This is an optimization exercise on Yosys and OpenROAD, whose aim is small area, a short achievable clock period and few clock cycles per item, not a production implementation. RTL that was checked went through simulation tests only; none was proved equivalent to the original. Function not checked in runs 2 to 8: the RTL went through the layout flow alone. Power figures rest on the tool's default switching activity, not on a simulated workload.

$ cat flow/config.mk
export PLATFORM = sky130hd
export DESIGN_NAME = suma_fp
export DESIGN_NICKNAME = suma_fp
export VERILOG_FILES = /design/flow/design.v
export SDC_FILE = /design/flow/constraint.sdc
export NUM_CORES = 4
export LEC_CHECK = 0
export CAP_MARGIN = 20
export CORE_MARGIN = 2
export CORE_UTILIZATION = 40
export PLACE_DENSITY = 0.6
export SLEW_MARGIN = 20
$ cat flow/constraint.sdc
create_clock -name core_clock -period 20.0 [get_ports {clk}]
set_input_delay 4.0000 -clock core_clock [delete_from_list [all_inputs] [get_ports {clk}]]
set_output_delay 4.0000 -clock core_clock [all_outputs]
set_load 0.01 [all_outputs]
$ cat flow/design.v
module suma_fp(input clk, input rst, input start, input [31:0] A, B, output [31:0] Y, output done);
reg idle;                      
reg done_r;                    
reg [23:0] upMA, upMB;         
reg [7:0] eA, eB;              
reg shift_listo;               
reg suma_lista;                
reg [31:0] cont_shift;
reg [7:0] veces_shift;         
reg caerle_encima;             
reg comparador;
reg normalizado;               
reg signoA, signoB;
reg [24:0] comp2_A, comp2_B, posA, posB, res_mantissa;
reg [31:0] resultado_final;
always @ (posedge clk) begin
  done_r <= 1'b0;
  if (rst) begin
    idle = 1'b1;
  end else if (idle) begin
    if (start) begin
      cont_shift = 32'b0;
      upMA = {1'b1, A[22:0]};
      upMB = {1'b1, B[22:0]};
      eA = A[30:23];
      eB = B[30:23];
      signoA = A[31];
      signoB = B[31];
      shift_listo = 1'b0;
      suma_lista = 1'b0;
      caerle_encima = 1'b0;
      normalizado = 1'b0;
      if (eA > eB) begin
        veces_shift = eA-eB;
        comparador = 1'b0;
      end else if (eA < eB) begin
        veces_shift = eB-eA;
        comparador = 1'b1;
      end else begin
        veces_shift = 0;
      end
      idle = 1'b0;
    end
  end else begin
    if (cont_shift == {24'b0, veces_shift}) begin
      shift_listo = 1;
    end else begin
      if (comparador) begin
        upMA = upMA >> 1;
        eA = eA + 1;
      end else begin
        upMB = upMB >> 1;
        eB = eB + 1;
      end
      cont_shift = cont_shift + 1'b1;
    end
    if (shift_listo == 1) begin         
      if (signoA ^ signoB) begin        
        if (suma_lista == 0) begin      
          comp2_A = {1'b1, ~(upMA)+1'b1};
          comp2_B = {1'b1, ~(upMB)+1'b1};
          if (signoA) begin             
            posB = {1'b0, upMB};
            posA = comp2_A;
          end else begin
            posA = {1'b0, upMA};
            posB = comp2_B;
          end
          res_mantissa = posA + posB;
          if (res_mantissa[24]) begin    
            res_mantissa = ~(res_mantissa)+1'b1;
            caerle_encima = 1'b1;
          end
          if (res_mantissa == 25'b0) begin   
            resultado_final = 32'b0;
            idle = 1'b1;
            done_r <= 1'b1;
          end
          suma_lista = 1'b1;
        end else begin                  
          if (res_mantissa[24:23] == 2'b01) begin
            normalizado = 1'b1;
          end else if (res_mantissa[24:23] == 2'b00) begin
            res_mantissa = res_mantissa << 1;
            eA = eA - 1;
          end else begin
            res_mantissa = res_mantissa >> 1;
            eA = eA + 1;
            normalizado = 1'b1;
          end
          if (normalizado) begin
            if (caerle_encima) begin
              res_mantissa[24] = 1'b1;
            end
            resultado_final = {res_mantissa[24], eA, res_mantissa[22:0]};
            idle = 1'b1;
            done_r <= 1'b1;
          end
        end
      end else begin        
        posA = {1'b0, upMA};
        posB = {1'b0, upMB};
        res_mantissa = posA + posB;
        if (res_mantissa[23] == 0) begin
          res_mantissa = res_mantissa >> 1;
          eA = eA + 1;
        end else if (res_mantissa[24]) begin
          res_mantissa = res_mantissa >> 1;
          eA = eA + 1;
        end
        res_mantissa[24] = signoA && signoB;
        resultado_final = {res_mantissa[24], eA, res_mantissa[22:0]};
        idle = 1'b1;
        done_r <= 1'b1;
      end
    end  
  end
end
assign Y = resultado_final;
assign done = done_r;
endmodule
$ cat flow/run.sh
#!/bin/bash
# synth_recipe.tcl (not shown) runs the flow's synth.tcl, then flattens the netlist and writes it again
# the make line also repeats each setting of config.mk as NAME=value (left out here)
make -C /OpenROAD-flow-scripts/flow DESIGN_CONFIG=/design/flow/config.mk WORK_HOME=/design/flow/orfs CLKGATE_MAP_FILE= SYNTH_SCRIPT=/design/flow/synth_recipe.tcl finish
==> results of run 1 <==
-- kinds of logic after synthesis --
family	after synthesis
simple gates	632
compound gates	462
buf+inv	162
flops	162
xor+xnor	157
mux	91
fa+ha+maj	70
-- sequential cells by signal (all words and copies together) (netlist names), 8 cells and up --
| name | count |
|---|---|
| upMB | 24 |
| veces_shift | 8 |
| upMA | 24 |
| resultado_final | 32 |
| eA | 8 |
| res_mantissa | 25 |
| cont_shift | 32 |
-- power by group --
group | internal, W | total (W) | switching (W)
registers | 0.000420 | 0.000444 | 0.0000238
logic | 0.000266 | 0.000719 | 0.000453
clock network | 0.000223 | 0.000374 | 0.000151
-- final timing paths --
path | startpoint | end | slack (ps)
worst max register to register | cont_shift[20]$_SDFFCE_PP0P_ | resultado_final[12]$_DFFE_PP_ | 11440
worst min register to register | cont_shift[27]$_SDFFCE_PP0P_ | cont_shift[27]$_SDFFCE_PP0P_ | 660
worst min-delay path | cont_shift[27]$_SDFFCE_PP0P_ | cont_shift[27]$_SDFFCE_PP0P_ | 660
worst max-delay path | cont_shift[20]$_SDFFCE_PP0P_ | resultado_final[12]$_DFFE_PP_ | 11440
-- stage by stage --
stage	std cells	cell area [um2]	total power [W]	setup slack [ps]
2_1_floorplan	1736	14900	0.000951	10900
3_3_place_gp	2237	16300	0.00115	11480
3_5_place_dp	2237	16300	0.00116	11500
4_1_cts	2268	17000	0.00153	11470
5_1_grt	2268	17000	0.00162	10770
6_report	2268	17000	0.00154	11440
-- cell type report --
| type | instances | area [um2] | share of cell area [%] |
|---|---|---|---|
| clock buffers | 17 | 425 | 2.51 |
| clock inverters | 14 | 228 | 1.34 |
| inverters | 72 | 270 | 1.59 |
| multi-input cells | 1412 | 9440 | 55.6 |
| flip-flops and latches | 162 | 4850 | 28.6 |
| well taps | 468 | 586 | 3.45 |
| repair buffers | 123 | 1170 | 6.90 |
-- per-layer routing --
layer	up-vias	GRT usage (%)	routed length, um
li1	6503	-	-
met1	6418	33.6	21500
met2	384	40.2	21800
met3	36	2.99	2250
met4	0	5.26	657
met5	-	0	0
-- synthesized netlist by cell type (28+ instances only) --
cell / number / area (um2)
nand4_1: 28 / 175
inv_1: 70 / 263
mux2_2: 43 / 484
a21oi_1: 132 / 661
o21ai_0: 71 / 355
a21o_1: 65 / 488
nor2_1: 164 / 616
nor3_1: 38 / 190
xor2_1: 69 / 604
nand2_1: 213 / 800
mux2i_1: 48 / 480
xnor2_1: 87 / 762
ha_1: 67 / 838
nand3_1: 47 / 235
edfxtp_1: 160 / 4800
clkbuf_1: 76 / 285
-- critical path: stages (launching register included) --
cell,delay [ps]
edfxtp_1,470
nor4_2,380
nand4_1,310
o41ai_4,440
buf_4,370
mux2i_1,440
and4_1,330
nand3_1,110
or2_2,290
o21ai_0,200
xnor2_1,100
ha_1,420
a21oi_1,350
mux2_2,220
a211o_1,100
a211o_1,170
o21ai_1,190
or4_1,740
nor4_1,440
nand4_1,150
a311oi_1,310
o2111ai_1,380
a311oi_4,880
buf_4,390
==> flow_summary.yaml, run 1 <==
die:
  core_area_mm2: 0.0366
  die_area_mm2: 0.0387
  die_h_um: 197
  num_io_pins: 100
  row_count: 70
  die_w_um: 197
  initial_utilization_pct: 40.6
sta:
  holdWs_ps: 657
  slew_headroom_pct: 33.2
  slew_violations: 0
  fin_setup_tns_ps: 0
  fin_skew_ps: 15.3
  fmaxAchievable_mhz: 117
  fin_crit_ps: 8560
  rsz0062_at_grt: "no"
  hold_viol: 0
  tightest_slew_ps: 1000
  finalSetupViolations: 0
  period_share_pct: 42.8
cells_and_area:
  final_common_cell: "nand2_1"
  final_core_util_pct: 46.3
  n_antenna_cell: 0
  layout.nets: 1925
  layout_common_cells: "nand2_1, nor2_1, edfxtp_1"
  syn2layout_area_growth_pct: 14.2
  fill_cells: 3577
  drive_gt1_share_pct: 7.89
detailed_routing:
  drtAntennaViolNets: 0
  viasPerCell: 5.88
  post-route-drc-count: 0
  drtIter0Drc: 1134
  first_pass_iters: 5
  wl_um: 46200
  vias: 13341
  avgRoutedWirePerCell_um: 20.4
critical_path:
  rr_worst_depth: 23
  critical_path_class: "flip-flop to flip-flop"
  critPathArrivalTime_ps: 8690
  worst_setup_path_end_kind: "flip-flop"
  path_max_fanout: 25
  required_ps: 20130
  cp-start-kind: "flip-flop"
job:
  maxCapViolations: 0
power:
  pwr_density_cell_mw_per_mm2: 90.6
  vdd_ir_drop_max_mv: 0.0734
  p_leak_nw: 6.62
place:
  port_buffers: 99
  gp_congestion: 0.942
  dp_hpwl_um: 35800
global_route:
  gr-total-overflow: 0
  antenna_found_initial: 0
  grt_first_pass_wirelength_um: 73000
  grt_usage_pct: 24.1
  grt_max_degree: 70
  grt_pass1_vias: 12703
clock_tree:
  cts_root_buf: "clkbuf_16"
  post_cts.repair.setup_buffers: 0
  cts_buffers: 17
  htreeDepth: 4
  path_clk_slew_ps: 70
  clk_path_buf_depth: 2
  post_cts_resize_count: 0
  cts_tree: "yes"
  clock_latency_ps: 450
  clkSinkCount: 162
  ctsHoldBuffers: 0
logic_synthesis:
  synth.area.mux_share_pct: 6.49
  avgSynthCellArea_um2: 8.56
  ys_ff_latch: 162
  netlist_area_mm2: 0.0149
  synth_ff_type: "edfxtp_1"
  yosys.area_share.xor_xnor_pct: 9.30
  synth_fp_nets: 1873
  yosys.area_share.simple_pct: 20.3
  synth_top_family_by_area: "compound AO/OA/AOI/OAI gates"
  ys_types: 83
  synth_edf_count: 160
  synthCells: 1736
  yosysWarnings: 1
  yosysSeqAreaShare_pct: 32.6
  synth_fa_ha_area_share_pct: 6.05
  async_reset_ff_share_pct: 0
  synth_compound_area_share_pct: 21.0
min_path:
  hold_path_depth: 2
  hold_path_class: "flip-flop to flip-flop"
status:
  status: "complete, no violations"
Testbench counts, summed over its fixed seeds: cycles 34,347, items 3,200.
==> run 2: changes to the inputs <==
==> flow/design.v (replaced) <==
module suma_fp(input clk, input rst, input start, input [31:0] A, B, output [31:0] Y, output done);
wire        sA = A[31], sB = B[31];
wire [7:0]  eA = A[30:23], eB = B[30:23];
wire [23:0] mA = {1'b1, A[22:0]}, mB = {1'b1, B[22:0]};
wire        e_lt  = eA < eB;                  
wire        swap  = A[30:0] < B[30:0];        
wire [7:0]  d     = e_lt ? (eB - eA) : (eA - eB);
wire [23:0] Xm    = swap ? mB : mA;           
wire [23:0] Zm    = swap ? mA : mB;           
wire [7:0]  ex    = e_lt ? eB : eA;
wire        xs    = swap ? sB : sA;
wire        zs    = swap ? sA : sB;
wire        far   = d > 8'd23;
wire [23:0] Zs    = far ? 24'd0 : (Zm >> d[4:0]);
wire        sub   = sA ^ sB;
wire        q     = sub & zs & far;
wire        inv   = sub & ~q;
wire [24:0] R     = {1'b0, Xm ^ {24{q}}} + {inv, Zs ^ {24{inv}}} + {24'd0, sub};
reg [24:0] r_q;
reg [7:0]  e1_q;      
reg        neg_q;
reg        done_q;
always @(posedge clk) begin
  r_q    <= R;
  e1_q   <= ex + 8'd1;
  neg_q  <= xs | q;
  done_q <= start & ~rst;
end
reg [4:0] lz;
integer i;
always @* begin
  lz = 5'd25;
  for (i = 0; i < 25; i = i + 1)
    if (r_q[i]) lz = 5'd24 - i[4:0];
end
wire [24:0] nrm  = r_q << lz;
wire        zero = ~|r_q;
wire [7:0]  eo   = e1_q - {3'd0, lz};
assign Y    = zero ? 32'd0 : {neg_q, eo, nrm[23:1]};
assign done = done_q;
endmodule
==> run 2 against run 1 <==
Against the previous run: area after synthesis fell by 47%; combinational power rose by 26%; cell count fell by 38%; worst hold slack improved by 3600 ps; critical path type is now primary input to flip-flop; critical endpoint is now r_q[24]$_DFF_P_; largest power group unchanged.
==> flow_summary.yaml, run 2 <==
sta:
  slew_headroom_pct: 38.0
  period_share_pct: 57.4
  tightest_slew_ps: 923
  rsz0062_at_grt: "no"
  hold_viol: 0
  fin_setup_tns_ps: 0
  finalSetupViolations: 0
  fin_crit_ps: 11490
  slew_violations: 0
  fmaxAchievable_mhz: 87.0
logic_synthesis:
  netlist_area_mm2: 0.00794
  ys_types: 76
  synth_largest_area_cell: "mux2i_1"
  async_reset_ff_share_pct: 0
  synthCells: 1074
  synth_edf_count: 0
  synth_commonest_cells: "a21oi_1, nor2_1, nand2_1, mux2i_1, xnor2_1"
  synth_fp_nets: 1213
  synth.most_common_cell: "a21oi_1"
  synth_area_leaders: "mux2i_1, ha_1, dfxtp_1"
  yosysSeqAreaShare_pct: 8.82
  ys_ff_latch: 35
  yosysWarnings: 1
  avgSynthCellArea_um2: 7.40
  synth_ff_type: "dfxtp_1"
  yosysTopAreaCellShare_pct: 10.8
clock_tree:
  htreeDepth: 2
  path_clk_slew_ps: 50
  ctsHoldBuffers: 0
  cts_tree: "yes"
  post_cts_resize_count: 0
  post_cts.repair.setup_buffers: 0
  cts_buffers: 5
  clk_path_buf_depth: 2
  clkSinkCount: 35
  cts_root_buf: "clkbuf_16"
global_route:
  grt_pass1_vias: 7774
  busiest_layer: "met2"
  met2_usage_pct: 37.8
  grt_use_met3_pct: 1.73
  grt_max_degree: 51
  grt_usage_pct: 22.6
  grt_util_met1_pct: 30.0
  gr-total-overflow: 0
  antenna_found_initial: 0
  grt_first_pass_wirelength_um: 40000
detailed_routing:
  drtAntennaViolNets: 0
  avgRoutedWirePerCell_um: 17.5
  viasPerCell: 5.83
  post-route-drc-count: 0
  vias: 8165
  wl_um: 24500
  drtIter0Drc: 523
  first_pass_iters: 6
power:
  pwr_density_cell_mw_per_mm2: 122
  p_leak_nw: 3.93
  vdd_ir_drop_max_mv: 0.0495
cells_and_area:
  syn2layout_area_growth_pct: 16.3
  layout_common_cells: "a21oi_1, clkdlybuf4s50_1, nor2_1"
  final_common_cell: "a21oi_1"
  stdcell_area_mm2: 0.00924
  layout.nets: 1274
  largest_reg_flops: 25
  n_antenna_cell: 0
  top_register: "r_q"
  drive_gt1_share_pct: 6.60
critical_path:
  path_max_fanout: 30
  critical_path_class: "primary input to flip-flop"
  cp-start-kind: "primary input"
  critPathArrivalTime_ps: 11620
  worst_setup_path_end_kind: "flip-flop"
  required_ps: 20130
job:
  maxCapViolations: 0
die:
  num_io_pins: 100
  die_h_um: 145
  die_w_um: 145
  core_area_mm2: 0.0195
  initial_utilization_pct: 40.8
  row_count: 51
  die_area_mm2: 0.0210
status:
  status: "complete, no violations"
place:
  dp_hpwl_um: 19900
  dpl_cell_area_mm2: 0.00910
  gp_congestion: 0.995
  port_buffers: 99
min_path:
  hold_path_class: "primary input to flip-flop"
-- run 2: changes by cell type in the layout (fill, tap and decap cells not counted), sizes merged, moves of 15 or more --
cell / delta
edfxtp: -160
nand2: -125
nor2: -69
xor2: -61
a21o: -43
mux2i: +38
dfxtp: +33
mux2: -30
a22oi: +20
a21oi: -19
mux4: +19
nand4: -18
nand3: -16
and3: -15
-- run 2: cell families after synthesis --
kind of cell,Yosys count,synth area share (%)
buffers and inverters,123,6.49
XOR/XNOR,82,9.04
flip-flops,35,8.82
adder cells (fa/ha/maj),72,11.8
AND/OR/NAND/NOR,311,18.6
AO/OA/AOI/OAI,333,27.1
multiplexers,118,18.2
-- run 2: per-layer routing --
| layer | part of all wire (%) | wire length [um] | vias to the layer above |
|---|---|---|---|
| met5 | 0 | 0 | - |
| met4 | 4.2 | 1030 | 0 |
| met3 | 5.0 | 1230 | 56 |
| met2 | 46 | 11200 | 286 |
| met1 | 45 | 11000 | 3747 |
| li1 | - | - | 4076 |
-- run 2: worst max-delay path, stage by stage --
cell and delay, ps:
clkdlybuf4s50_1 510, inv_1 80, ha_1 830, nand3_1 300, a21o_4 310, a21oi_1 500, a211o_1 780, mux2i_1 170
a21o_1 230, a21o_1 240, a221oi_1 430, xnor2_1 160, fa_1 420, inv_1 80, fa_1 210, nor2b_1 60
o21a_1 170, o21ai_0 220, a31oi_1 230, a211oi_1 340, nor3_1 110, a2111oi_0 600, o21bai_1 110, a21oi_1 230
o21ai_0 150, xnor2_1 150
-- run 2: worst paths after layout --
| path | depth (start not counted) | slack [ps] | startpoint | end |
|---|---|---|---|---|
| max | 26 | 8510 | A[25] | r_q[24]$_DFF_P_ |
| min | 2 | 4260 | rst | done_q$_DFF_P_ |
-- run 2: power by group --
part	switching, W	internal (W)	leakage, nW
sequential	0.0000439	0.000103	0.295
combinational	0.000486	0.000422	3.57
clock	0.0000256	0.0000458	0.0669
-- run 2: area by class of cell --
class                      count  area [um2]
sequential                    35         701
fill                        1982       10200
clock inverter                 2        12.5
inverter                      66         248
clock buffer                   6         129
timing repair buffer         111        1080
tap                          265         332
multi-input combinational    916        6740
-- run 2: stage by stage --
stage / power [W] / hold WS (ps) / instances / util, % / worst slack, ps
floorplan: 0.000746 / 4070 / 1074 / - / 10240
global placement: 0.00104 / 4530 / 1393 / 46.7 / 8450
detailed placement: 0.00105 / 4550 / 1393 / 46.7 / 8290
CTS: 0.00112 / 4260 / 1401 / 47.5 / 8530
global route: 0.00122 / 4280 / 1401 / 47.5 / 7700
finish: 0.00113 / 4260 / 1401 / 47.5 / 8510
==> run 3: changes to the inputs <==
--- a/flow/config.mk
+++ b/flow/config.mk
@@ -6,4 +6,5 @@
 export NUM_CORES = 4
 export LEC_CHECK = 0
+export ABC_CLOCK_PERIOD_IN_PS = 6000
 export CAP_MARGIN = 20
 export CORE_MARGIN = 2
==> run 3 against run 2 <==
Against the previous run: cell count did not move; global-route usage stayed put; routed wire length unchanged; first-iteration DRC count unchanged; critical path type unchanged; critical endpoint unchanged; largest power group unchanged.
==> flow_summary.yaml, run 3 <==
detailed_routing:
  wl_um: 24500
  first_pass_iters: 6
  vias: 8165
  avgRoutedWirePerCell_um: 17.5
  post-route-drc-count: 0
  viasPerCell: 5.83
  drtAntennaViolNets: 0
  drtIter0Drc: 523
power:
  power.combinational.fraction_pct: 80.6
  p_leak_nw: 3.93
  pwr_density_cell_mw_per_mm2: 122
  swShare_pct: 49.3
  pwr-share-seq_pct: 13.0
  p_int_w: 0.000571
  p_sw_w: 0.000556
  p_total_w: 0.00113
  vdd_ir_drop_max_mv: 0.0495
  p_clk_share_pct: 6.3
place:
  gp_congestion: 0.995
  port_buffers: 99
  dpl_cell_area_mm2: 0.00910
  post-place-cells: 1393
  dp_hpwl_um: 19900
min_path:
  hold_path_class: "primary input to flip-flop"
  whs_endpoint: "done_q$_DFF_P_"
  hold_path_depth: 2
  min-delay-start: "rst"
critical_path:
  worst_setup_path_end_kind: "flip-flop"
  critical_path_class: "primary input to flip-flop"
  critPathArrivalTime_ps: 11620
  path_max_fanout: 30
  required_ps: 20130
  cp-start-kind: "primary input"
logic_synthesis:
  yosysSeqAreaShare_pct: 8.82
  synthCells: 1074
  yosys.area_share.xor_xnor_pct: 9.04
  synth_area_leaders: "mux2i_1, ha_1, dfxtp_1"
  synth_compound_area_share_pct: 27.1
  synth_ff_type: "dfxtp_1"
  synth.area.mux_share_pct: 18.2
  netlist_area_mm2: 0.00794
  synth_commonest_cells: "a21oi_1, nor2_1, nand2_1, mux2i_1, xnor2_1"
  ys_ff_latch: 35
  synth_largest_area_cell: "mux2i_1"
  synth_edf_count: 0
  synth.most_common_cell: "a21oi_1"
  yosysTopAreaCellShare_pct: 10.8
  ys_types: 76
  synth_fa_ha_area_share_pct: 11.8
  synth_top_family_by_area: "compound AO/OA/AOI/OAI gates"
  synth_fp_nets: 1213
  yosys.area_share.simple_pct: 18.6
  avgSynthCellArea_um2: 7.40
  yosysWarnings: 1
  async_reset_ff_share_pct: 0
cells_and_area:
  stdcell_count: 1401
  n_antenna_cell: 0
  largest_reg_flops: 25
  drive_gt1_share_pct: 6.60
  layout_common_cells: "a21oi_1, clkdlybuf4s50_1, nor2_1"
  multi_input_comb_area_mm2: 0.00674
  final_common_cell: "a21oi_1"
  syn2layout_area_growth_pct: 16.3
  fill_cells: 1982
  seq_area_um2: 701
  stdcell_area_mm2: 0.00924
  top_register: "r_q"
  layout.nets: 1274
clock_tree:
  clk_path_buf_depth: 2
  clkSinkCount: 35
  cts_tree: "yes"
  path_clk_slew_ps: 50
  cts_buffers: 5
  cts_root_buf: "clkbuf_16"
  ctsHoldBuffers: 0
  post_cts.repair.setup_buffers: 0
  post_cts_resize_count: 0
  htreeDepth: 2
global_route:
  grt_max_degree: 51
  gr-total-overflow: 0
  grt_pass1_vias: 7774
  antenna_found_initial: 0
  grt_usage_pct: 22.6
  grt_first_pass_wirelength_um: 40000
sta:
  fin_setup_tns_ps: 0
  slew_violations: 0
  tightest_slew_ps: 923
  slew_headroom_pct: 38.0
  fin_crit_ps: 11490
  period_share_pct: 57.4
  hold_viol: 0
  finalSetupViolations: 0
  fmaxAchievable_mhz: 87.0
  holdWs_ps: 4260
  rsz0062_at_grt: "no"
die:
  die_w_um: 145
  die_h_um: 145
  core_area_mm2: 0.0195
  row_count: 51
  initial_utilization_pct: 40.8
  die_area_mm2: 0.0210
  num_io_pins: 100
status:
  status: "complete, no violations"
job:
  maxCapViolations: 0
==> run 3: power groups by stage <==
stage                     clock network, W  logic (W)  registers (W)
final                            0.0000714   0.000908       0.000147
after CTS                        0.0000735   0.000904       0.000146
after floorplan                          0   0.000619       0.000127
after detailed placement                 0   0.000899       0.000148
after global routing             0.0000759   0.000992       0.000152
after global placement                   0   0.000897       0.000147
==> run 3: final cells by class <==
cell class	instances	share of cell area, %
repair buffers	111	11.7
well taps	265	3.59
clock inverters	2	0.135
inverters	66	2.68
flip-flops and latches	35	7.58
multi-input cells	916	72.9
clock buffers	6	1.40
==> run 3: metal layers <==
layer  part of all wire [%]  GRT usage (%)  routed length, um
met1                     45           30.0              11000
met2                     46           37.8              11200
met3                    5.0           1.73               1230
met4                    4.2           9.60               1030
met5                      0              0                  0
==> run 3: through the flow <==
stage	util [%]	setup WS, ps
global placement	46.7	8450
global route	47.5	7700
floorplan	-	10240
finish	47.5	8510
detailed placement	46.7	8290
CTS	47.5	8530
==> run 3: worst max-delay path, stage by stage <==
cell and delay (ps):
clkdlybuf4s50_1 510, inv_1 80, ha_1 830, nand3_1 300, a21o_4 310, a21oi_1 500
a211o_1 780, mux2i_1 170, a21o_1 230, a21o_1 240, a221oi_1 430, xnor2_1 160
fa_1 420, inv_1 80, fa_1 210, nor2b_1 60, o21a_1 170, o21ai_0 220
a31oi_1 230, a211oi_1 340, nor3_1 110, a2111oi_0 600, o21bai_1 110, a21oi_1 230
o21ai_0 150, xnor2_1 150
==> run 3: how the worst max path moves through the flow <==
| stage | from | end | slack [ps] | cells after the start |
|---|---|---|---|---|
| finish | A[25] | r_q[24]$_DFF_P_ | 8510 | 26 |
| global route | A[25] | r_q[24]$_DFF_P_ | 7700 | 26 |
| CTS | A[25] | r_q[24]$_DFF_P_ | 8530 | 26 |
| detailed placement | A[25] | r_q[24]$_DFF_P_ | 8290 | 26 |
| global placement | A[25] | r_q[24]$_DFF_P_ | 8450 | 26 |
| floorplan | B[23] | r_q[24]$_DFF_P_ | 10240 | 29 |
==> run 3: logic make-up after synthesis <==
kind of cell,after synthesis
AO/OA/AOI/OAI,333
AND/OR/NAND/NOR,311
flip-flops,35
adder cells (fa/ha/maj),72
multiplexers,118
buffers and inverters,123
XOR/XNOR,82
==> run 4: changes to the inputs <==
--- a/flow/config.mk
+++ b/flow/config.mk
@@ -6,5 +6,5 @@
 export NUM_CORES = 4
 export LEC_CHECK = 0
-export ABC_CLOCK_PERIOD_IN_PS = 6000
+export ABC_CLOCK_PERIOD_IN_PS = 3000
 export CAP_MARGIN = 20
 export CORE_MARGIN = 2
==> run 4 against run 3 <==
Against the previous run: critical endpoint unchanged; sequential cell count unchanged; via count unchanged; highest routed layer unchanged; power unchanged; synthesized cell count unchanged; area after synthesis unchanged; non-clock buffer count unchanged; worst hold slack unchanged; clock power about the same.
==> flow_summary.yaml, run 4 <==
sta:
  slew_violations: 0
  period_share_pct: 57.4
  slew_headroom_pct: 38.0
  fmaxAchievable_mhz: 87.0
  fin_setup_tns_ps: 0
  setup_slack_ps: 8510
  finalSetupViolations: 0
  hold_viol: 0
  fin_crit_ps: 11490
  tightest_slew_ps: 923
  holdWs_ps: 4260
  rsz0062_at_grt: "no"
global_route:
  grt_usage_pct: 22.6
  grt_first_pass_wirelength_um: 40000
  grt_max_degree: 51
  grt_util_met1_pct: 30.0
  antenna_found_initial: 0
  grt_pass1_vias: 7774
  met2_usage_pct: 37.8
  gr-total-overflow: 0
  grt_use_met3_pct: 1.73
  busiest_layer: "met2"
detailed_routing:
  post-route-drc-count: 0
  drtAntennaViolNets: 0
  vias: 8165
  drtIter0Drc: 523
  first_pass_iters: 6
  avgRoutedWirePerCell_um: 17.5
  wl_um: 24500
  viasPerCell: 5.83
clock_tree:
  post_cts_resize_count: 0
  cts_buffers: 5
  post_cts.repair.setup_buffers: 0
  clkSinkCount: 35
  clk_path_buf_depth: 2
  path_clk_slew_ps: 50
  cts_root_buf: "clkbuf_16"
  ctsHoldBuffers: 0
  htreeDepth: 2
  cts_tree: "yes"
logic_synthesis:
  synth.area.mux_share_pct: 18.2
  synth_commonest_cells: "a21oi_1, nor2_1, nand2_1, mux2i_1, xnor2_1"
  synth_compound_area_share_pct: 27.1
  yosysSeqAreaShare_pct: 8.82
  yosys.area_share.simple_pct: 18.6
  synth_fa_ha_area_share_pct: 11.8
  synth.most_common_cell: "a21oi_1"
  synth_ff_type: "dfxtp_1"
  netlist_area_mm2: 0.00794
  yosysTopAreaCellShare_pct: 10.8
  ys_types: 76
  synth_top_family_by_area: "compound AO/OA/AOI/OAI gates"
  synth_edf_count: 0
  yosysWarnings: 1
  synth_largest_area_cell: "mux2i_1"
  yosys.area_share.xor_xnor_pct: 9.04
  avgSynthCellArea_um2: 7.40
  synth_fp_nets: 1213
  ys_ff_latch: 35
  synthCells: 1074
  synth_area_leaders: "mux2i_1, ha_1, dfxtp_1"
  async_reset_ff_share_pct: 0
cells_and_area:
  layout_common_cells: "a21oi_1, clkdlybuf4s50_1, nor2_1"
  fill_cells: 1982
  layout.nets: 1274
  final_common_cell: "a21oi_1"
  drive_gt1_share_pct: 6.60
  n_antenna_cell: 0
  largest_reg_flops: 25
  syn2layout_area_growth_pct: 16.3
  top_register: "r_q"
critical_path:
  slowest_stage: "ha_1"
  path_max_fanout: 30
  cpPeakStageDelay_ps: 830
  critPathBufInv: 3
  worst_setup_path_end_kind: "flip-flop"
  required_ps: 20130
  critical_path_class: "primary input to flip-flop"
  cp-start-kind: "primary input"
  critPathTopFamily: "compound AO/OA/AOI/OAI gates"
  critPathArrivalTime_ps: 11620
die:
  die_w_um: 145
  core_area_mm2: 0.0195
  num_io_pins: 100
  die_area_mm2: 0.0210
  initial_utilization_pct: 40.8
  die_h_um: 145
  row_count: 51
power:
  pwr_density_cell_mw_per_mm2: 122
  vdd_ir_drop_max_mv: 0.0495
  p_leak_nw: 3.93
place:
  preCtsSetupSlack_ps: 8290
  port_buffers: 99
  dp_hpwl_um: 19900
  gp_congestion: 0.995
status:
  status: "complete, no violations"
job:
  maxCapViolations: 0
min_path:
  hold_path_class: "primary input to flip-flop"
## run 4: cell type report
type                       count  area [um2]  area share [%]
clock buffer                   6         129            1.40
clock inverter                 2        12.5           0.135
multi-input combinational    916        6740            72.9
tap                          265         332            3.59
inverter                      66         248            2.68
sequential                    35         701            7.58
timing repair buffer         111        1080            11.7
## run 4: where the power goes
group          total [W]  switching, W  internal, W  leakage (nW)
sequential      0.000147     0.0000439     0.000103         0.295
combinational   0.000908      0.000486     0.000422          3.57
clock          0.0000714     0.0000256    0.0000458        0.0669
total            0.00113      0.000556     0.000571          3.93
## run 4: per-layer routing
| layer | vias to the layer above | part of all wire [%] |
|---|---|---|
| li1 | 4076 | - |
| met1 | 3747 | 45 |
| met2 | 286 | 46 |
| met3 | 56 | 5.0 |
| met4 | 0 | 4.2 |
| met5 | - | 0 |
## run 4: cell families (layout without fill, tap and decap cells)
group,count (synthesis),in the layout
adder cells (fa/ha/maj),72,72
buffers and inverters,123,185
AND/OR/NAND/NOR,311,311
AO/OA/AOI/OAI,333,333
XOR/XNOR,82,82
flip-flops,35,35
multiplexers,118,118
## run 4: final timing paths
kind                   from              end  depth (start not counted)
worst max-delay path  A[25]  r_q[24]$_DFF_P_                         26
worst min-delay path    rst   done_q$_DFF_P_                          2
## run 4: per-stage QoR
step                std cells  total power [W]  area (um2)  utilization (%)
finish                   1401          0.00113        9240             47.5
global route             1401          0.00122        9240             47.5
CTS                      1401          0.00112        9240             47.5
detailed placement       1393          0.00105        9100             46.7
global placement         1393          0.00104        9100             46.7
floorplan                1074         0.000746        7940                -
==> run 5: changes to the inputs <==
--- a/flow/config.mk
+++ b/flow/config.mk
@@ -6,5 +6,5 @@
 export NUM_CORES = 4
 export LEC_CHECK = 0
-export ABC_CLOCK_PERIOD_IN_PS = 3000
+export ABC_AREA = 1
 export CAP_MARGIN = 20
 export CORE_MARGIN = 2
==> run 5 against run 4 <==
Against the previous run: still clean; global-route usage up 0.75 points; setup slack gained 660 ps; synthesized cell count rose by 17%; count of clock-buffer cells in the layout fell by 1; core utilization rose by 0.96 points; sequential cell count unchanged; critical path depth increased by 8; final area down 9.0%; largest power group unchanged; highest routed layer unchanged.
==> flow_summary.yaml, run 5 <==
critical_path:
  cp_common_cell: "o21ai_1"
  startpoint: "A[29]"
  critical_path_class: "primary input to flip-flop"
  slowest_stage: "or3_1"
  required_ps: 20220
  worst_setup_path_end_kind: "flip-flop"
  cp-start-kind: "primary input"
  cpPeakStageDelay_ps: 540
  critPathArrivalTime_ps: 11050
  path_max_fanout: 30
logic_synthesis:
  synth.area.mux_share_pct: 0.140
  yosys.area_share.xor_xnor_pct: 9.44
  yosys.area_share.simple_pct: 38.8
  synth_area_leaders: "nand2_1, nand3_1, ha_1"
  synthCells: 1261
  ys_types: 48
  yosysTopAreaCellShare_pct: 19.5
  yosysSeqAreaShare_pct: 9.82
  synth_commonest_cells: "nand2_1, nand3_1, inv_1, o21ai_0, ha_1"
  synth_edf_count: 0
  synth_top_family_by_area: "simple AND/OR/NAND/NOR gates"
  synth_fp_nets: 1400
  yosysWarnings: 1
  avgSynthCellArea_um2: 5.66
  synth_ff_type: "dfxtp_1"
  synth_largest_area_cell: "nand2_1"
  synth.most_common_cell: "nand2_1"
  synth_compound_area_share_pct: 16.7
  synth_fa_ha_area_share_pct: 13.2
  ys_ff_latch: 35
  async_reset_ff_share_pct: 0
  netlist_area_mm2: 0.00713
clock_tree:
  clk_path_buf_depth: 2
  clkSinkCount: 35
  ctsHoldBuffers: 0
  cts_tree: "yes"
  path_clk_slew_ps: 50
  htreeDepth: 2
  cts_buffers: 5
  post_cts.repair.setup_buffers: 0
  post_cts_resize_count: 0
  cts_root_buf: "clkbuf_16"
power:
  p_total_w: 0.00118
  p_leak_nw: 4.23
  pwr_density_cell_mw_per_mm2: 141
  vdd_ir_drop_max_mv: 0.124
place:
  port_buffers: 99
  dpl_cell_area_mm2: 0.00824
  post-place-cells: 1541
  gp_congestion: 0.893
  dp_hpwl_um: 17800
global_route:
  grt_first_pass_wirelength_um: 35500
  antenna_found_initial: 0
  grt_max_degree: 94
  grt_pass1_vias: 7462
  gr-total-overflow: 0
  grt_usage_pct: 23.4
sta:
  period_share_pct: 54.1
  fin_crit_ps: 10830
  hold_viol: 0
  fin_setup_tns_ps: 0
  tightest_slew_ps: 904
  slew_violations: 0
  fmaxAchievable_mhz: 92.3
  finalSetupViolations: 0
  holdWs_ps: 4240
  rsz0062_at_grt: "no"
  slew_headroom_pct: 39.6
die:
  row_count: 48
  die_w_um: 138
  die_h_um: 138
  core_area_mm2: 0.0174
  initial_utilization_pct: 41.1
  die_area_mm2: 0.0189
  num_io_pins: 100
cells_and_area:
  layout.nets: 1462
  stdcell_area_mm2: 0.00840
  n_antenna_cell: 0
  largest_reg_flops: 25
  fill_cells: 1903
  layout_common_cells: "nand2_1, nand3_1, inv_1"
  top_register: "r_q"
  stdcell_count: 1549
  syn2layout_area_growth_pct: 17.8
  final_common_cell: "nand2_1"
  drive_gt1_share_pct: 2.72
detailed_routing:
  post-route-drc-count: 0
  viasPerCell: 5.18
  drtIter0Drc: 600
  first_pass_iters: 6
  vias: 8026
  wl_um: 21300
  avgRoutedWirePerCell_um: 13.7
  drtAntennaViolNets: 0
min_path:
  hold_path_class: "primary input to flip-flop"
  hold_path_depth: 2
  min-delay-start: "rst"
status:
  status: "complete, no violations"
job:
  maxCapViolations: 0
-- run 5: cell count changes in the layout (fill, tap and decap cells not counted), sizes merged, moves of 48 or more --
cell	previous run	this run
o21ai	60	108
nand2	88	373
xor2	8	61
mux2i	86	1
inv	65	156
xnor2	74	15
nand3	31	185
a21oi	113	65
-- run 5: final timing paths --
check  slack, ps         endpoint
max         9170  r_q[20]$_DFF_P_
min         4240   done_q$_DFF_P_
-- run 5: kinds of logic after synthesis --
group | after synthesis
AO/OA/AOI/OAI | 214
AND/OR/NAND/NOR | 650
multiplexers | 1
buffers and inverters | 213
adder cells (fa/ha/maj) | 72
XOR/XNOR | 76
flip-flops | 35
-- run 5: area by class of cell --
class / instances / area, um2 / share of cell area (%)
tap: 225 / 282 / 3.35
inverter: 160 / 601 / 7.15
timing repair buffer: 108 / 1060 / 12.6
sequential: 35 / 701 / 8.34
clock inverter: 3 / 43.8 / 0.521
clock buffer: 5 / 125 / 1.49
multi-input combinational: 1013 / 5590 / 66.6
-- run 5: layer usage --
metal / share of wire [%] / GRT usage [%] / vias to the layer above / wire, um
met1: 46 / 29.6 / 3527 / 9730
met4: 3.1 / 8.30 / 0 / 652
met2: 47 / 41.0 / 209 / 10100
met5: 0 / 0 / - / 0
met3: 3.8 / 2.35 / 37 / 817
li1: - / - / 4253 / -
-- run 5: through the flow --
step | worst slack (ps) | util [%]
3_3_place_gp | 9080 | 47.4
3_5_place_dp | 8870 | 47.4
5_1_grt | 8390 | 48.4
4_1_cts | 9170 | 48.4
2_1_floorplan | 11050 | -
6_report | 9170 | 48.4
-- run 5: power breakdown --
part	switching (W)	total, W	leakage (nW)	internal [W]
clock network	0.0000296	0.0000882	0.0838	0.0000587
logic	0.000564	0.000956	3.85	0.000391
registers	0.0000367	0.000141	0.295	0.000104
-- run 5: worst max-delay path, delay by kind of cell --
kind | cells | cell delay, ps
simple gates | 8 | 1880
buf+inv | 8 | 1650
compound gates | 13 | 2240
fa+ha+maj | 3 | 950
xor+xnor | 2 | 290
==> run 6: changes to the inputs <==
==> flow/flow/run.sh (new file) <==
#!/bin/bash
set -e
export BUFFER_PORTS_ARGS="-buffer_cell sky130_fd_sc_hd__buf_1"
bash standard.sh > standard.log 2>&1
==> flow/standard.sh (new file) <==
#!/bin/bash
# synth_recipe.tcl (not shown) runs the flow's synth.tcl, then flattens the netlist and writes it again
# the make line also repeats each setting of config.mk as NAME=value (left out here)
make -C /OpenROAD-flow-scripts/flow DESIGN_CONFIG=/design/flow/config.mk WORK_HOME=/design/flow/orfs CLKGATE_MAP_FILE= SYNTH_SCRIPT=/design/flow/synth_recipe.tcl "${@:-finish}"
--- a/flow/config.mk
+++ b/flow/config.mk
@@ -6,5 +6,4 @@
 export NUM_CORES = 4
 export LEC_CHECK = 0
-export ABC_AREA = 1
 export CAP_MARGIN = 20
 export CORE_MARGIN = 2
removed: flow/run.sh
==> run 6 against run 5 <==
Against the previous run: power down 13%; maximum frequency down 3.5%; first-iteration DRC count down 6.7%; core utilization down 4.0 points; area after synthesis up 11%; critical path depth down 8; sequential share of layout area down 0.22 points; still clean on timing, DRC and antenna; die area up 11%; global-route usage down 1.2 points; synthesized cell count down 15%; count of clock-buffer cells in the layout up 2; critical path type unchanged; setup slack worse by 400 ps.
==> flow_summary.yaml, run 6 <==
status:
  status: "complete, no violations"
power:
  pwr-share-seq_pct: 14.2
  p_clk_share_pct: 7.5
  swShare_pct: 53.5
  pwr_density_cell_mw_per_mm2: 120
  p_int_w: 0.000481
  p_leak_nw: 3.67
  power.combinational.fraction_pct: 78.3
  vdd_ir_drop_max_mv: 0.0466
  p_sw_w: 0.000553
global_route:
  antenna_found_initial: 0
  grt_max_degree: 51
  grt_first_pass_wirelength_um: 39300
  grt_usage_pct: 22.2
  gr-total-overflow: 0
  grt_use_met3_pct: 1.51
  grt_pass1_vias: 7553
  met2_usage_pct: 35.9
  grt_util_met1_pct: 30.0
  busiest_layer: "met2"
logic_synthesis:
  yosysSeqAreaShare_pct: 8.82
  synth_commonest_cells: "a21oi_1, nor2_1, nand2_1, mux2i_1, xnor2_1"
  ys_ff_latch: 35
  synth_ff_type: "dfxtp_1"
  synthCells: 1074
  synth.most_common_cell: "a21oi_1"
  ys_types: 76
  synth_area_leaders: "mux2i_1, ha_1, dfxtp_1"
  synth_largest_area_cell: "mux2i_1"
  netlist_area_mm2: 0.00794
  yosysWarnings: 1
  synth_fp_nets: 1213
  synth_edf_count: 0
  async_reset_ff_share_pct: 0
  avgSynthCellArea_um2: 7.40
  yosysTopAreaCellShare_pct: 10.8
cells_and_area:
  drive_gt1_share_pct: 6.69
  layout.nets: 1274
  largest_reg_flops: 25
  final_common_cell: "a21oi_1"
  final_core_util_pct: 44.4
  syn2layout_area_growth_pct: 8.73
  n_antenna_cell: 0
  top_register: "r_q"
  layout_common_cells: "a21oi_1, buf_1, nor2_1"
  stdcell_count: 1401
clock_tree:
  ctsHoldBuffers: 0
  cts_tree: "yes"
  cts_root_buf: "clkbuf_16"
  path_clk_slew_ps: 50
  htreeDepth: 2
  clk_path_buf_depth: 2
  post_cts_resize_count: 0
  post_cts.repair.setup_buffers: 0
  clkSinkCount: 35
  cts_buffers: 5
sta:
  hold_viol: 0
  rsz0062_at_grt: "no"
  fin_crit_ps: 11230
  finalSetupViolations: 0
  slew_violations: 0
  period_share_pct: 56.1
  fin_setup_tns_ps: 0
  fmaxAchievable_mhz: 89.1
  holdWs_ps: 3880
  tightest_slew_ps: 953
  slew_headroom_pct: 36.0
critical_path:
  startpoint: "A[25]"
  cp-start-kind: "primary input"
  critPathArrivalTime_ps: 11350
  path_max_fanout: 30
  worst_setup_path_end_kind: "flip-flop"
  required_ps: 20120
  critical_path_class: "primary input to flip-flop"
detailed_routing:
  post-route-drc-count: 0
  first_pass_iters: 5
  drtIter0Drc: 560
  vias: 8238
  viasPerCell: 5.88
  avgRoutedWirePerCell_um: 17.3
  drtAntennaViolNets: 0
  wl_um: 24200
die:
  row_count: 51
  num_io_pins: 100
  die_area_mm2: 0.0210
  die_h_um: 145
  initial_utilization_pct: 40.8
  die_w_um: 145
  core_area_mm2: 0.0195
min_path:
  hold_path_class: "primary input to flip-flop"
  whs_endpoint: "done_q$_DFF_P_"
  min-delay-start: "rst"
  hold_path_depth: 2
place:
  dp_hpwl_um: 19700
  post-place-cells: 1393
  gp_congestion: 0.940
  port_buffers: 99
job:
  maxCapViolations: 0
-- run 6: changes by cell type after synthesis, sizes merged, moves of 53 or more --
| cell | before | now |
|---|---|---|
| nand2 | 373 | 88 |
| mux2i | 1 | 86 |
| xor2 | 61 | 8 |
| xnor2 | 15 | 74 |
| inv | 156 | 65 |
| nand3 | 185 | 31 |
-- run 6: metrics by stage --
| step | setup WS [ps] | power [W] | instance area (um2) |
|---|---|---|---|
| final | 8770 | 0.00103 | 8640 |
| after global routing | 8250 | 0.00113 | 8640 |
| after CTS | 8920 | 0.00103 | 8640 |
| after detailed placement | 8620 | 0.000949 | 8480 |
| after global placement | 8880 | 0.000945 | 8480 |
| after floorplan | 10240 | 0.000746 | 7940 |
-- run 6: kinds of logic after synthesis --
kind of cell               Yosys count  synth area share, %
AOI/OAI and AO/OA                  333                 27.1
xor gates and xnor gates            82                 9.04
adders and majority gates           72                 11.8
buffers and inverters              123                 6.49
DFF                                 35                 8.82
muxes                              118                 18.2
and+or+nand+nor                    311                 18.6
-- run 6: area by class of cell --
| class | count | area [um2] |
|---|---|---|
| Fill cell | 2058 | 10800 |
| Multi-Input combinational cell | 916 | 6740 |
| Sequential cell | 35 | 701 |
| Timing Repair Buffer | 111 | 462 |
| Tap cell | 265 | 332 |
| Inverter | 66 | 248 |
| Clock buffer | 7 | 153 |
| Clock inverter | 1 | 7.51 |
-- run 6: per-layer routing --
metal	wire length (um)	part of all wire [%]
met3	1280	5.3
met2	10700	44
met4	1110	4.6
met5	0	0
met1	11100	46
-- run 6: power by group through the flow --
stage / Clock [W] / Combinational [W] / Sequential, W
2_1_floorplan: 0 / 0.000619 / 0.000127
3_3_place_gp: 0 / 0.000798 / 0.000147
3_5_place_dp: 0 / 0.000802 / 0.000147
4_1_cts: 0.0000797 / 0.000806 / 0.000145
5_1_grt: 0.0000823 / 0.000896 / 0.000152
6_report: 0.0000778 / 0.000810 / 0.000146
-- run 6: worst max-delay path by stage --
stage                           end  cells after the start  slack, ps
finish              r_q[24]$_DFF_P_                     26       8770
global route        r_q[24]$_DFF_P_                     26       8250
CTS                 r_q[24]$_DFF_P_                     29       8920
detailed placement  r_q[24]$_DFF_P_                     29       8620
global placement    r_q[24]$_DFF_P_                     29       8880
floorplan           r_q[24]$_DFF_P_                     29      10240
-- run 6: worst max-delay path, cell delays in order --
cell       delay, ps
buf_1            120
inv_1             80
ha_1             830
nand3_1          290
a21o_4           310
a21oi_1          500
a211o_1          770
mux2i_1          190
a21o_1           230
a21o_1           230
a221oi_1         440
xnor2_1          150
fa_1             420
inv_1             80
fa_1             200
nor2b_1           50
o21a_1           170
o21ai_0          260
a31oi_1          240
a211oi_1         360
nor3_1           100
a2111oi_0        610
o21bai_1         130
a21oi_1          250
o21ai_0          150
xnor2_1          150
==> run 7: changes to the inputs <==
--- a/flow/design.v
+++ b/flow/design.v
@@ -16,5 +16,29 @@
 wire        q     = sub & zs & far;
 wire        inv   = sub & ~q;
-wire [24:0] R     = {1'b0, Xm ^ {24{q}}} + {inv, Zs ^ {24{inv}}} + {24'd0, sub};
+wire [23:0] opa   = Xm ^ {24{q}};
+wire [23:0] opb   = Zs ^ {24{inv}};
+wire [23:0] g0 = opa & opb;
+wire [23:0] p0 = opa ^ opb;
+wire [24:0] G [0:5];
+wire [24:0] P [0:5];
+assign G[0] = {g0, sub};
+assign P[0] = {p0, 1'b0};
+genvar l, k;
+generate
+  for (l = 0; l < 5; l = l + 1) begin : lv
+    for (k = 0; k < 25; k = k + 1) begin : bt
+      if ((k >> l) & 1) begin : cmb
+        localparam integer J = ((k >> l) << l) - 1;
+        assign G[l+1][k] = G[l][k] | (P[l][k] & G[l][J]);
+        assign P[l+1][k] = P[l][k] & P[l][J];
+      end else begin : pas
+        assign G[l+1][k] = G[l][k];
+        assign P[l+1][k] = P[l][k];
+      end
+    end
+  end
+endgenerate
+wire [24:0] cy = G[5];                
+wire [24:0] R  = {cy[24] ^ inv, p0 ^ cy[23:0]};
 reg [24:0] r_q;
 reg [7:0]  e1_q;      
==> flow/flow/run.sh (replaced) <==
#!/bin/bash
set -e
export BUFFER_PORTS_ARGS="-buffer_cell sky130_fd_sc_hd__buf_1"
export SETUP_SLACK_MARGIN=11
bash standard.sh > standard.log 2>&1
--- a/flow/config.mk
+++ b/flow/config.mk
@@ -6,4 +6,5 @@
 export NUM_CORES = 4
 export LEC_CHECK = 0
+export ABC_AREA = 1
 export CAP_MARGIN = 20
 export CORE_MARGIN = 2
==> run 7 against run 6 <==
Against the previous run: area after synthesis decreased by 11%; maximum frequency is 27% higher; setup slack improved by 2400 ps; critical path depth is 16 higher; via count up 1.2%; worst hold slack got worse by 12 ps; power is 9.5% higher; non-clock buffer count increased by 54; combinational power grew 14%; global-route usage decreased by 0.68 points.
==> flow_summary.yaml, run 7 <==
global_route:
  gr-total-overflow: 0
  grt_first_pass_wirelength_um: 33300
  antenna_found_initial: 0
  grt_usage_pct: 21.5
  grt_max_degree: 44
  grt_pass1_vias: 7103
die:
  die_area_mm2: 0.0187
  initial_utilization_pct: 40.8
  num_io_pins: 100
  core_area_mm2: 0.0172
  row_count: 48
  die_h_um: 137
  die_w_um: 137
cells_and_area:
  fill_cells: 1831
  layout.nets: 1529
  final_common_cell: "nand2_1"
  drive_gt1_share_pct: 14.0
  layout_common_cells: "nand2_1, nand3_1, inv_1"
  n_antenna_cell: 0
  top_register: "r_q"
  largest_reg_flops: 25
  syn2layout_area_growth_pct: 26.5
logic_synthesis:
  yosysWarnings: 1
  netlist_area_mm2: 0.00703
  avgSynthCellArea_um2: 5.60
  synth_ff_type: "dfxtp_1"
  synth_area_leaders: "nand2_1, nand3_1, ha_1"
  yosysSeqAreaShare_pct: 9.96
  synth_edf_count: 0
  yosysTopAreaCellShare_pct: 21.3
  synth_largest_area_cell: "nand2_1"
  ys_types: 46
  async_reset_ff_share_pct: 0
  ys_ff_latch: 35
  synth.most_common_cell: "nand2_1"
  synthCells: 1255
  synth_commonest_cells: "nand2_1, nand3_1, inv_1, o21ai_0, nor2_1"
  synth_fp_nets: 1396
detailed_routing:
  vias: 8336
  drtIter0Drc: 468
  post-route-drc-count: 0
  viasPerCell: 5.16
  wl_um: 21900
  avgRoutedWirePerCell_um: 13.6
  first_pass_iters: 5
  drtAntennaViolNets: 0
power:
  swShare_pct: 56.9
  pwr_density_cell_mw_per_mm2: 127
  p_sw_w: 0.000645
  vdd_ir_drop_max_mv: 0.0932
  p_leak_nw: 4.50
  power.combinational.fraction_pct: 81.8
  pwr-share-seq_pct: 11.9
  p_clk_share_pct: 6.4
  p_int_w: 0.000488
sta:
  period_share_pct: 44.0
  slew_headroom_pct: 29.7
  hold_viol: 0
  rsz0062_at_grt: "no"
  tightest_slew_ps: 1050
  fin_crit_ps: 8810
  slew_violations: 0
  fin_setup_tns_ps: 0
  fmaxAchievable_mhz: 114
  holdWs_ps: 3870
  setup_slack_ps: 11190
  finalSetupViolations: 0
critical_path:
  cpPeakStageDelay_ps: 310
  path_max_fanout: 9
  cp.depth: 42
  critPathTopFamily: "simple AND/OR/NAND/NOR gates"
  cp-start-kind: "primary input"
  critPathArrivalTime_ps: 9030
  required_ps: 20220
  critPathBufInv: 6
  worst_setup_path_end_kind: "flip-flop"
  critical_path_class: "primary input to flip-flop"
  slowest_stage: "ha_4"
clock_tree:
  clkSinkCount: 35
  clk_path_buf_depth: 2
  path_clk_slew_ps: 50
  cts_tree: "yes"
  htreeDepth: 2
  cts_buffers: 5
  cts_root_buf: "clkbuf_16"
place:
  dp_hpwl_um: 15300
  port_buffers: 99
  gp_congestion: 0.891
  preCtsSetupSlack_ps: 9350
min_path:
  hold_path_depth: 2
  hold_path_class: "primary input to flip-flop"
status:
  status: "complete, no violations"
job:
  maxCapViolations: 0
run 7: cell types whose count changed after synthesis, sizes merged, moves of 50 or more:
cell and change:
mux2i -84, a21oi -65, xnor2 -65, nand3 +158
nand2 +313, inv +94, xor2 +50
run 7: layout make-up:
class	count	area (um2)	area share [%]
Multi-Input combinational cell	1020	6170	69.3
Timing Repair Buffer	165	988	11.1
Sequential cell	35	701	7.87
Inverter	161	624	7.02
Tap cell	225	282	3.16
Clock buffer	7	133	1.49
Clock inverter	1	5.00	0.0562
run 7: cell families (layout without fill, tap and decap cells):
kind of cell	count (synthesis)	after routing	share of synthesized area, %
adder cells (fa/ha/maj)	74	74	13.9
XOR/XNOR	67	68	8.61
AO/OA/AOI/OAI	173	173	13.7
AND/OR/NAND/NOR	691	702	41.5
buffers and inverters	212	334	11.9
multiplexers	3	3	0.445
flip-flops	35	35	9.96
run 7: through the flow:
stage / util (%) / area [um2] / total power, W / std cells
3_3_place_gp: 43.5 / 7490 / 0.000948 / 1532
2_1_floorplan: - / 7030 / 0.000761 / 1255
4_1_cts: 46.7 / 8050 / 0.00106 / 1559
6_report: 51.6 / 8900 / 0.00113 / 1614
5_1_grt: 51.6 / 8900 / 0.00127 / 1614
3_5_place_dp: 43.5 / 7490 / 0.000953 / 1532
run 7: power groups by stage:
stage	sequential [W]	combinational, W	clock (W)
2_1_floorplan	0.000126	0.000635	0
3_3_place_gp	0.000135	0.000813	0
3_5_place_dp	0.000135	0.000818	0
4_1_cts	0.000134	0.000852	0.0000746
5_1_grt	0.000141	0.00106	0.0000769
6_report	0.000134	0.000926	0.0000724
run 7: routing by layer:
metal	wire (um)	GRT usage, %	vias up
met5	0	0	-
met1	9970	30.0	3710
met2	10500	35.8	237
met3	817	0.704	44
met4	693	6.77	0
li1	-	-	4345
run 7: timing repair:
action | in CTS | in global routing
setup buffers | 13 | 46
pin swaps | 11 | 50
setup endpoints to repair | 18 | 18
gates cloned | 6 | 9
resized for setup | 44 | 121
hold buffers | 0 | 0
run 7: worst paths after layout:
kind / end / start / slack [ps]
worst max-delay path: r_q[17]$_DFF_P_ / A[28] / 11190
worst min-delay path: done_q$_DFF_P_ / rst / 3870
==> run 8: changes to the inputs <==
==> flow/flow/run.sh (replaced) <==
#!/bin/bash
set -e
export BUFFER_PORTS_ARGS="-buffer_cell sky130_fd_sc_hd__buf_1"
export SETUP_SLACK_MARGIN=0
bash standard.sh > standard.log 2>&1
==> run 8 against run 7 <==
Against the previous run: still clean on timing, DRC and antenna; critical path depth decreased by 5; sequential share of layout area grew 1.3 points; final area is 14% lower; worst hold slack better by 2.0 ps; maximum frequency decreased by 15%; global-route usage is 1.1 points lower; sequential cell count stayed put; count of clock-buffer cells in the layout unchanged; power decreased by 9.5%; non-clock buffer count fell by 62; die area unchanged; core utilization fell by 7.3 points; critical endpoint is now r_q[20]$_DFF_P_.
==> flow_summary.yaml, run 8 <==
global_route:
  grt_first_pass_wirelength_um: 31700
  grt_usage_pct: 20.4
  grt_max_degree: 87
  gr-total-overflow: 0
  grt_pass1_vias: 6788
  antenna_found_initial: 0
sta:
  fin_crit_ps: 10330
  fin_setup_tns_ps: 0
  setup_slack_ps: 9670
  fmaxAchievable_mhz: 96.8
  hold_viol: 0
  slew_violations: 0
  slew_headroom_pct: 33.0
  tightest_slew_ps: 1000
  rsz0062_at_grt: "no"
  finalSetupViolations: 0
  period_share_pct: 51.6
die:
  initial_utilization_pct: 40.8
  row_count: 48
  die_h_um: 137
  die_area_mm2: 0.0187
  core_area_mm2: 0.0172
  die_w_um: 137
  num_io_pins: 100
cells_and_area:
  layout_common_cells: "nand2_1, nand3_1, inv_1"
  layout.nets: 1455
  drive_gt1_share_pct: 2.21
  largest_reg_flops: 25
  stdcell_count: 1540
  fill_cells: 1967
  syn2layout_area_growth_pct: 8.59
  n_antenna_cell: 0
  top_register: "r_q"
  multi_input_comb_area_mm2: 0.00551
  seq_area_um2: 701
  final_common_cell: "nand2_1"
logic_synthesis:
  synth.most_common_cell: "nand2_1"
  synth_commonest_cells: "nand2_1, nand3_1, inv_1, o21ai_0, nor2_1"
  ys_types: 46
  yosysWarnings: 1
  yosysSeqAreaShare_pct: 9.96
  synth_ff_type: "dfxtp_1"
  synth_fp_nets: 1396
  synth_largest_area_cell: "nand2_1"
  netlist_area_mm2: 0.00703
  yosysTopAreaCellShare_pct: 21.3
  async_reset_ff_share_pct: 0
  ys_ff_latch: 35
  synthCells: 1255
  avgSynthCellArea_um2: 5.60
  synth_edf_count: 0
  synth_area_leaders: "nand2_1, nand3_1, ha_1"
clock_tree:
  post_cts.repair.setup_buffers: 0
  path_clk_slew_ps: 50
  htreeDepth: 2
  cts_tree: "yes"
  clkSinkCount: 35
  clk_path_buf_depth: 2
  post_cts_resize_count: 0
  ctsHoldBuffers: 0
  cts_root_buf: "clkbuf_16"
  cts_buffers: 5
critical_path:
  critical_path_class: "primary input to flip-flop"
  cpPeakStageDelay_ps: 700
  cp_common_cell: "nand2_1"
  required_ps: 20170
  critPathArrivalTime_ps: 10500
  worst_setup_path_end_kind: "flip-flop"
  slowest_stage: "xor2_1"
  cp-start-kind: "primary input"
  path_max_fanout: 29
detailed_routing:
  drtAntennaViolNets: 0
  viasPerCell: 4.99
  vias: 7682
  first_pass_iters: 5
  post-route-drc-count: 0
  drtIter0Drc: 434
  wl_um: 18500
  avgRoutedWirePerCell_um: 12.0
place:
  preCtsSetupSlack_ps: 9350
  post-place-cells: 1532
  dp_hpwl_um: 15300
  gp_congestion: 0.891
  port_buffers: 99
min_path:
  whs_endpoint: "done_q$_DFF_P_"
  min-delay-start: "rst"
  hold_path_depth: 2
  hold_path_class: "primary input to flip-flop"
power:
  vdd_ir_drop_max_mv: 0.0937
  pwr_density_cell_mw_per_mm2: 134
  p_leak_nw: 3.99
  p_total_w: 0.00102
status:
  status: "complete, no violations"
job:
  maxCapViolations: 0
[run 8: kinds of logic after synthesis]
kind of cell | count (synthesis) | share of synthesized area, %
AND/OR/NAND/NOR | 691 | 41.5
adder cells (fa/ha/maj) | 74 | 13.9
AO/OA/AOI/OAI | 173 | 13.7
XOR/XNOR | 67 | 8.61
flip-flops | 35 | 9.96
multiplexers | 3 | 0.445
buffers and inverters | 212 | 11.9
[run 8: critical path: cells and delay by family]
kind            cells  cell delay (ps)
compound gates      9             1490
buf+inv             4              650
fa+ha+maj           2              650
xor+xnor            2              980
simple gates       20             2740
[run 8: cell type report]
cell class / count / share of cell area, %
Multi-Input combinational cell: 1008 / 72.2
Sequential cell: 35 / 9.17
Inverter: 161 / 7.91
Timing Repair Buffer: 103 / 5.26
Tap cell: 225 / 3.69
Clock buffer: 7 / 1.74
Clock inverter: 1 / 0.0655
[run 8: stage by stage]
step | area [um2] | utilization [%] | hold WS, ps
floorplan | 7030 | - | 4070
global placement | 7490 | 43.5 | 4150
detailed placement | 7490 | 43.5 | 4150
CTS | 7630 | 44.3 | 3860
global route | 7640 | 44.3 | 3890
finish | 7640 | 44.3 | 3870
[run 8: worst max path at each step]
stage                      from               to  slack (ps)  cells after the start
after CTS                 A[27]  r_q[20]$_DFF_P_        9670                     37
after global placement    A[29]  r_q[20]$_DFF_P_        9610                     37
after global routing      A[27]  r_q[21]$_DFF_P_        8810                     38
after floorplan           A[23]  r_q[20]$_DFF_P_       11000                     42
after detailed placement  A[27]  r_q[20]$_DFF_P_        9350                     37
final                     A[27]  r_q[20]$_DFF_P_        9670                     37
[run 8: layer usage]
layer	track usage (%)	up-vias	part of all wire, %
met4	6.02	0	1.9
met5	0	-	0
li1	-	4183	-
met3	0.667	23	3.0
met1	29.5	3305	50
met2	32.9	171	45
[run 8: power by group]
part / switching, W / internal (W)
registers: 0.0000299 / 0.000104
clock network: 0.0000261 / 0.0000459
logic: 0.000539 / 0.000280
==> run 9: changes to the inputs <==
==> flow/design.v (replaced) <==
module suma_fp(input clk, input rst, input start, input [31:0] A, B, output [31:0] Y, output done);
wire        sA = A[31], sB = B[31];
wire [7:0]  eA = A[30:23], eB = B[30:23];
wire [23:0] mA = {1'b1, A[22:0]}, mB = {1'b1, B[22:0]};
wire        e_lt  = eA < eB;                  
wire [7:0]  d     = e_lt ? (eB - eA) : (eA - eB);
wire [23:0] Xm    = e_lt ? mB : mA;           
wire [23:0] Zm    = e_lt ? mA : mB;           
wire [7:0]  ex    = e_lt ? eB : eA;
wire        xs    = e_lt ? sB : sA;
wire        zs    = e_lt ? sA : sB;
wire        far   = d > 8'd23;
wire [23:0] Zs    = far ? 24'd0 : (Zm >> d[4:0]);
wire        sub   = sA ^ sB;
wire        q     = sub & zs & far;
wire [23:0] opa = Xm;
wire [23:0] opb = Zs ^ {24{sub}};
wire [23:0] g0  = opa & opb;
wire [23:0] p0  = opa ^ opb;
wire [23:0] G [0:5];
wire [23:0] P [0:5];
assign G[0] = g0;
assign P[0] = p0;
genvar l, k;
generate
  for (l = 0; l < 5; l = l + 1) begin : lv
    for (k = 0; k < 24; k = k + 1) begin : bt
      if ((k >> l) & 1) begin : cmb
        localparam integer J = ((k >> l) << l) - 1;
        assign G[l+1][k] = G[l][k] | (P[l][k] & G[l][J]);
        assign P[l+1][k] = P[l][k] & P[l][J];
      end else begin : pas
        assign G[l+1][k] = G[l][k];
        assign P[l+1][k] = P[l][k];
      end
    end
  end
endgenerate
wire        cout = G[5][23];
wire        eac  = sub & ~q & cout;
wire [23:0] cy   = {G[5][22:0] | (P[5][22:0] & {23{eac}}), eac};
wire [23:0] S    = p0 ^ cy;
wire        inv  = sub & (q | ~cout);
wire        neg  = sub ? (q | (cout ? xs : zs)) : sA;
reg [24:0] r_q;       
reg        inv_q;     
reg [7:0]  e1_q;      
reg        neg_q;
reg        done_q;
always @(posedge clk) begin
  r_q    <= {~sub & cout, S};
  inv_q  <= inv;
  e1_q   <= ex + 8'd1;
  neg_q  <= neg;
  done_q <= start & ~rst;
end
wire [24:0] rm = {r_q[24], r_q[23:0] ^ {24{inv_q}}};
reg [4:0] lz;
integer i;
always @* begin
  lz = 5'd25;
  for (i = 0; i < 25; i = i + 1)
    if (rm[i]) lz = 5'd24 - i[4:0];
end
wire [24:0] nrm  = rm << lz;
wire        zero = ~|rm;
wire [7:0]  eo   = e1_q - {3'd0, lz};
assign Y    = zero ? 32'd0 : {neg_q, eo, nrm[23:1]};
assign done = done_q;
endmodule
==> run 9 against run 8 <==
Against the previous run: setup slack lost 910 ps; count of clock-buffer cells in the layout decreased by 2; area after synthesis is 5.5% lower; still clean on timing, DRC and antenna; combinational power is 3.2% higher; synthesized cell count shrank 5.2%; first-iteration DRC count increased by 0.46%; die area is 5.4% lower; largest power group unchanged.
==> flow_summary.yaml, run 9 <==
global_route:
  grt_first_pass_wirelength_um: 30400
  grt_usage_pct: 20.2
  grt_pass1_vias: 6456
  gr-total-overflow: 0
  grt_max_degree: 60
  antenna_found_initial: 0
sta:
  holdWs_ps: 3870
  fin_setup_tns_ps: 0
  setup_slack_ps: 8760
  rsz0062_at_grt: "no"
  tightest_slew_ps: 991
  fmaxAchievable_mhz: 89.0
  slew_headroom_pct: 33.7
  hold_viol: 0
  period_share_pct: 56.2
  fin_crit_ps: 11240
  finalSetupViolations: 0
  slew_violations: 0
clock_tree:
  htreeDepth: 2
  clk_path_buf_depth: 2
  ctsHoldBuffers: 0
  cts_buffers: 5
  post_cts_resize_count: 0
  clkSinkCount: 36
  post_cts.repair.setup_buffers: 0
  cts_root_buf: "clkbuf_16"
  cts_tree: "yes"
  path_clk_slew_ps: 50
die:
  core_area_mm2: 0.0164
  die_h_um: 133
  die_w_um: 133
  die_area_mm2: 0.0177
  initial_utilization_pct: 40.5
  num_io_pins: 100
  row_count: 47
cells_and_area:
  drive_gt1_share_pct: 2.65
  n_antenna_cell: 0
  syn2layout_area_growth_pct: 8.64
  largest_reg_flops: 25
  layout.nets: 1357
  layout_common_cells: "nand2_1, inv_1, nand3_1"
  top_register: "r_q"
  final_common_cell: "nand2_1"
min_path:
  whs_endpoint: "done_q$_DFF_P_"
  min-delay-start: "rst"
  hold_path_class: "primary input to flip-flop"
  hold_path_depth: 2
detailed_routing:
  drtAntennaViolNets: 0
  vias: 7284
  viasPerCell: 4.98
  wl_um: 17800
  post-route-drc-count: 0
  drtIter0Drc: 436
  avgRoutedWirePerCell_um: 12.2
  first_pass_iters: 5
logic_synthesis:
  synth_top_family_by_area: "simple AND/OR/NAND/NOR gates"
  yosysSeqAreaShare_pct: 10.8
  synth_edf_count: 0
  ys_ff_latch: 36
  avgSynthCellArea_um2: 5.58
  synth_fp_nets: 1304
  synth_commonest_cells: "nand2_1, inv_1, nand3_1, o21ai_0, nor2_1"
  yosysTopAreaCellShare_pct: 18.0
  ys_types: 46
  yosysWarnings: 1
  synth_ff_type: "dfxtp_1"
  async_reset_ff_share_pct: 0
  synth_largest_area_cell: "nand2_1"
  synth.area.mux_share_pct: 0.151
  yosys.area_share.xor_xnor_pct: 10.7
  netlist_area_mm2: 0.00664
  yosys.area_share.simple_pct: 37.8
  synthCells: 1190
  synth_area_leaders: "nand2_1, nand3_1, dfxtp_1"
  synth_fa_ha_area_share_pct: 9.19
  synth.most_common_cell: "nand2_1"
  synth_compound_area_share_pct: 18.3
place:
  preCtsSetupSlack_ps: 8470
  dp_hpwl_um: 14800
  port_buffers: 99
  gp_congestion: 0.970
job:
  maxCapViolations: 0
power:
  p_leak_nw: 3.50
  vdd_ir_drop_max_mv: 0.0785
  pwr_density_cell_mw_per_mm2: 143
critical_path:
  critical_path_class: "primary input to flip-flop"
  path_max_fanout: 59
  cp_common_cell: "nand2_1"
  worst_setup_path_end_kind: "flip-flop"
  cpPeakStageDelay_ps: 780
  critPathArrivalTime_ps: 11390
  slowest_stage: "xor2_1"
  required_ps: 20140
  cp-start-kind: "primary input"
status:
  status: "complete, no violations"
==> run 9: cell types whose count changed after synthesis, sizes merged, moves of 8 or more <==
cell	delta
nor2	+14
nand3	-33
o21ai	+26
nand4	+8
nand2	-82
xnor2	+16
ha	-23
==> run 9: cell families after synthesis <==
family	Yosys count
xor gates and xnor gates	80
muxes	1
adders and majority gates	47
buffers and inverters	221
and+or+nand+nor	591
AOI/OAI and AO/OA	214
DFF	36
==> run 9: layout make-up <==
cell class	instances	area, um2
well taps	220	275
flip-flops and latches	36	722
clock buffers	5	125
repair buffers	103	402
multi-input cells	933	5060
fillers	1844	9190
clock inverters	2	12.5
inverters	164	621
==> run 9: worst max path at each step <==
| stage | depth (start not counted) | slack (ps) | end | from |
|---|---|---|---|---|
| floorplan | 41 | 10770 | r_q[16]$_DFF_P_ | A[23] |
| global placement | 36 | 8660 | r_q[23]$_DFF_P_ | A[23] |
| detailed placement | 36 | 8470 | r_q[23]$_DFF_P_ | A[23] |
| CTS | 36 | 8790 | r_q[23]$_DFF_P_ | A[23] |
| global route | 36 | 7780 | r_q[23]$_DFF_P_ | A[23] |
| finish | 36 | 8760 | r_q[23]$_DFF_P_ | A[23] |
==> run 9: per-stage QoR <==
step           total power [W]  instances  instance area [um2]  utilization (%)
4_1_cts                0.00104       1463                 7220             44.0
3_5_place_dp          0.000965       1456                 7080             43.1
3_3_place_gp          0.000963       1456                 7080             43.1
5_1_grt                0.00117       1463                 7220             44.0
2_1_floorplan         0.000764       1190                 6640                -
6_report               0.00104       1463                 7220             44.0
==> run 9: metal layers <==
metal / GRT usage [%] / part of all wire [%]
met1: 28.0 / 49
met2: 34.5 / 46
met3: 0.690 / 3.5
met4: 5.26 / 1.5
met5: 0 / 0
==> run 9: critical path: cells and delay by family <==
family,cells,cell delay [ps]
compound gates,6,1450
xor+xnor,2,950
fa+ha+maj,3,770
buf+inv,7,1650
simple gates,18,2570
==> run 9: power by group <==
group	internal, W	switching [W]
combinational	0.000280	0.000565
clock	0.0000450	0.0000253
sequential	0.000103	0.0000169
Testbench counts of run 9, summed over its fixed seeds: cycles 3,200, items 3,200.

Check on run 9: ideal ports give 8.758 ns setup slack; a clkbuf_16 on the clock port and buf_2 on the inputs give 8.770 ns; moving port delays by the midpoint clock arrival (0.304 ns) as well gives 8.466 ns.
